Background: an optimization exercise with open tools, aiming at small area and a short achievable clock period. Do not read the settings as production practice.

==> inputs of run a <==
// perceptron_top
module perceptron_top #(
    parameter WIDTH = 16
  ) (
    input clk,
    input reset,
    input      val_i,
    output     rdy_o,
    output     val_o,
    input      rdy_i,
    input  [1:0] W1W0b_en_i,
    input        b_i,
    input        W0_i,
    input        W1_i,
    input signed [WIDTH-1:0] X0_i,
    input signed [WIDTH-1:0] X1_i,
    output     Y_o
);
make LEC_CHECK=0 CAP_MARGIN=20 CORE_MARGIN=2 CORE_UTILIZATION=40 SETUP_SLACK_MARGIN=4.5 SLEW_MARGIN=20 SYNTH_HIERARCHICAL=1 SYNTH_MINIMUM_KEEP_SIZE=0 finish   # period 9.0 ns
run.sh (not shown) runs the stock make flow with config.mk's settings and CLKGATE_MAP_FILE= SYNTH_SCRIPT=/design/flow/synth_recipe.tcl, a recipe that flattens the netlist after the stock synthesis.
==> run b (differences from run a) <==
--- a/flow/design.v
+++ b/flow/design.v
@@ -42,15 +42,17 @@
     input        W0_i,
     input        W1_i,
     input  [15:0] X0_i,
     input  [15:0] X1_i,
     output Y_o
 );
 reg [15:0] w0, w1, b;
-reg [15:0] xn0, xn1;    
+reg [15:0] x0, x1;      
+wire [15:0] xn0 = ~x0;  
+wire [15:0] xn1 = ~x1;
 always @ (posedge clk)
 begin
   if (reset == 1)
   begin
     w0 <= 0;
     w1 <= 0;
     b  <= 0;
@@ -60,16 +62,16 @@
     if (W1W0b_en_i == 2'b01) b  <= {b[14:0], b_i};
   end
 end
 always @ (posedge clk)
 begin
   if (en_ingress == 1)
   begin
-    xn0 <= ~X0_i;
-    xn1 <= ~X1_i;
+    x0 <= X0_i;
+    x1 <= X1_i;
   end
 end
 wire onen0_0, twon0_0, nzn0_0, sel1, p2, sel3, p4, sel5, p6, sel7, p8, sel9;
 wire p10, sel11, p12, sel13, p14, sel15, p16, sel17, p18, sel19, p20, sel21;
 wire p22, sel23, p24, sel25, p26, sel27, p28, sel29, p30, sel31, p32, sel33;
 wire p34, onen0_1, twon0_1, nzn0_1, sel35, p36, sel37, p38, sel39, p40, sel41, p42;
 wire sel43, p44, sel45, p46, sel47, p48, sel49, p50, sel51, p52, sel53, p54;
@@ -165,17 +167,17 @@
 wire c1081, s1082, c1083, s1084, c1085, s1086, c1087, s1088, c1089, g1090, q1091, g1092;
 wire q1093, g1094, q1095, g1096, q1097, g1098, q1099, g1100, q1101, g1102, q1103, g1104;
 wire q1105, g1106, q1107, g1108, q1109, g1110, q1111, g1112, q1113, g1114, q1115, g1116;
 wire q1117, g1118, q1119, g1120, q1121, g1122, q1123, g1124, q1125, g1126, q1127, g1128;
 wire q1129, g1130, q1131, g1132, q1133, g1134, q1135, g1136, q1137, g1138, q1139, g1140;
 wire q1141, g1142, q1143, g1144, q1145, g1146, q1147, g1148, q1149, g1150, q1151, g1152;
 wire q1153, G1154, G1155, G1156, G1157, G1158, G1159, P1160, G1161, G1162, P1163, G1164;
-wire G1165, P1166, G1167, G1168, P1169, G1170, G1171, P1172, G1173, P1174, G1175, P1176;
-wire G1177, P1178, G1179, P1180, G1181, G1182, P1183, G1184, P1185, G1186, P1187, G1188;
-wire G1189, P1190, G1191, P1192, G1193, P1194, G1195, P1196, G1197, G1198, P1199, G1200;
+wire G1165, P1166, G1167, G1168, P1169, G1170, G1171, P1172, G1173, G1174, P1175, G1176;
+wire P1177, G1178, P1179, G1180, G1181, P1182, G1183, P1184, G1185, P1186, G1187, P1188;
+wire G1189, P1190, G1191, P1192, G1193, G1194, P1195, G1196, P1197, G1198, G1199, P1200;
 wire G1201;
 booth_enc u_enc0_0 (.wh(w0[1]), .wm(w0[0]), .wl(1'b0), .onen(onen0_0), .twon(twon0_0), .nzn(nzn0_0));
 nor2m u_sel1 (.a(xn0[0]), .b(onen0_0), .y(sel1));
 xor2m u_p2 (.a(sel1), .b(w0[1]), .y(p2));
 oai22m u_sel3 (.a(xn0[1]), .b(onen0_0), .c(xn0[0]), .d(twon0_0), .y(sel3));
 xor2m u_p4 (.a(sel3), .b(w0[1]), .y(p4));
 oai22m u_sel5 (.a(xn0[2]), .b(onen0_0), .c(xn0[1]), .d(twon0_0), .y(sel5));
@@ -1085,51 +1087,50 @@
 assign P1166 = P1163 & q1147;
 assign G1167 = g1106 | (q1107 & G1164);
 assign G1168 = G1165 | (P1166 & g1144);
 assign P1169 = P1166 & q1145;
 assign G1170 = g1108 | (q1109 & G1167);
 assign G1171 = G1168 | (P1169 & g1142);
 assign P1172 = P1169 & q1143;
-assign G1173 = g1112 | (q1113 & g1110);
-assign P1174 = q1113 & q1111;
-assign G1175 = g1116 | (q1117 & g1114);
-assign P1176 = q1117 & q1115;
-assign G1177 = g1136 | (q1137 & g1134);
-assign P1178 = q1137 & q1135;
-assign G1179 = g1140 | (q1141 & g1138);
-assign P1180 = q1141 & q1139;
-assign G1181 = G1173 | (P1174 & G1170);
-assign G1182 = g1118 | (q1119 & G1175);
-assign P1183 = q1119 & P1176;
-assign G1184 = G1177 | (P1178 & g1132);
-assign P1185 = P1178 & q1133;
-assign G1186 = G1171 | (P1172 & G1179);
-assign P1187 = P1172 & P1180;
-assign G1188 = G1182 | (P1183 & G1181);
-assign G1189 = G1184 | (P1185 & g1130);
-assign P1190 = P1185 & q1131;
-assign G1191 = g1122 | (q1123 & g1120);
-assign P1192 = q1123 & q1121;
-assign G1193 = g1126 | (q1127 & g1124);
-assign P1194 = q1127 & q1125;
-assign G1195 = G1189 | (P1190 & g1128);
-assign P1196 = P1190 & q1129;
-assign G1197 = G1191 | (P1192 & G1188);
-assign G1198 = G1195 | (P1196 & G1193);
-assign P1199 = P1196 & P1194;
-assign G1200 = G1198 | (P1199 & G1197);
-assign G1201 = G1186 | (P1187 & G1200);
-wire sign = 1'b1 ^ G1201;
-reg y;
+assign G1173 = g1110 | (q1111 & G1170);
+assign G1174 = g1114 | (q1115 & g1112);
+assign P1175 = q1115 & q1113;
+assign G1176 = g1136 | (q1137 & g1134);
+assign P1177 = q1137 & q1135;
+assign G1178 = g1140 | (q1141 & g1138);
+assign P1179 = q1141 & q1139;
+reg [26:0] cs;
 always @ (posedge clk)
 begin
   if (en_egress == 1)
-    y <= ~sign;
+    cs <= {P1172, G1171, P1179, G1178, P1177, G1176, q1133, g1132, q1131, g1130, q1129, g1128, q1127, g1126, q1125, g1124, q1123, g1122, q1121, g1120, q1119, g1118, q1117, g1116, P1175, G1174, G1173};
 end
-assign Y_o = y;
+assign G1180 = cs[1] | (cs[2] & cs[0]);
+assign G1181 = cs[5] | (cs[6] & cs[3]);
+assign P1182 = cs[6] & cs[4];
+assign G1183 = cs[9] | (cs[10] & cs[7]);
+assign P1184 = cs[10] & cs[8];
+assign G1185 = cs[13] | (cs[14] & cs[11]);
+assign P1186 = cs[14] & cs[12];
+assign G1187 = cs[17] | (cs[18] & cs[15]);
+assign P1188 = cs[18] & cs[16];
+assign G1189 = cs[21] | (cs[22] & cs[19]);
+assign P1190 = cs[22] & cs[20];
+assign G1191 = cs[25] | (cs[26] & cs[23]);
+assign P1192 = cs[26] & cs[24];
+assign G1193 = G1181 | (P1182 & G1180);
+assign G1194 = G1185 | (P1186 & G1183);
+assign P1195 = P1186 & P1184;
+assign G1196 = G1189 | (P1190 & G1187);
+assign P1197 = P1190 & P1188;
+assign G1198 = G1194 | (P1195 & G1193);
+assign G1199 = G1191 | (P1192 & G1196);
+assign P1200 = P1192 & P1197;
+assign G1201 = G1199 | (P1200 & G1198);
+assign Y_o = ~(1'b1 ^ G1201);
 endmodule
 module booth_enc (input wh, input wm, input wl,
                   output onen, output twon, output nzn);
   wire one = wm ^ wl;
   wire two = (wh ^ wm) & ~(wm ^ wl);
   assign onen = ~one;
   assign twon = ~two;
Settings changed: SETUP_SLACK_MARGIN 4.5 to 5.0, TNS_END_PERCENT set to 0.
==> notes.md <==
| item | run b | run a |
|---|---|---|
| Status | no timing/DRC/antenna violations | no timing/DRC/antenna violations |
| Number of non-clock inverters | 37 | 39 |
| Mean post-synth cell area | 10.69 sq um | 10.27 sq um |
| Total track usage | 0.2760 | 0.2666 |
| Routability congestion estimate | 0.8857 | 0.9043 |
| Worst voltage drop across the vdd grid | 0.09291 mV | 0.09691 mV |
| Routing usage on met1 | 0.3573 | 0.3359 |
| Actual transition at the worst max-transition pin | 1.057 ns | 0.8036 ns |
| Register-to-register setup slack | 4.11 ns | 3.53 ns |
| Peak per-stage delay on the critical path | 0.56 ns | 0.87 ns |
| Multi-input gate area | 11880 sq um | 12040 sq um |
| Buffer and inverter count on the worst path | 1 | 0 |
| Worst setup timing slack at the placement stage | 3.541 ns | 2.916 ns |
| Met2 Resource Use GR | 0.4489 | 0.4505 |
| Post-CTS setup-driven buffer insertion count | 147 | 150 |
| Critical Path Source | dp.x1[2] | dp.xn1[13] |
| Worst-case hold path end point | dp.b[2] | dp.b[15] |
No run of this note included a check of the RTL's function; only the layout flow was run.

-- re-timing with driven ports --
In the flow no input, the clock included, has a driving cell. The finished layouts below were timed again as built, in two steps.
Step 1 assumes that a clkbuf_16 drives the clock port and a buf_2 every other input.
Step 2 also shifts input and output timing later by t, the mid clock arrival at the registers, as if the neighbouring blocks saw the same clock.
a / b / c = ideal ports / drivers / drivers and shift; a / b = the first two.
run	t, ns	setup WS [ns]	hold WS [ns]	worst register clock-pin slew, ns	pins driven straight from the clock port
run a	0.420	3.533 / 3.533 / 3.533	0.454 / 0.454 / 0.454	0.08 / 0.08	1
run b	0.441	4.110 / 4.110 / 4.110	0.504 / 0.504 / 0.504	0.10 / 0.10	1
After both steps every run listed still meets setup and hold.
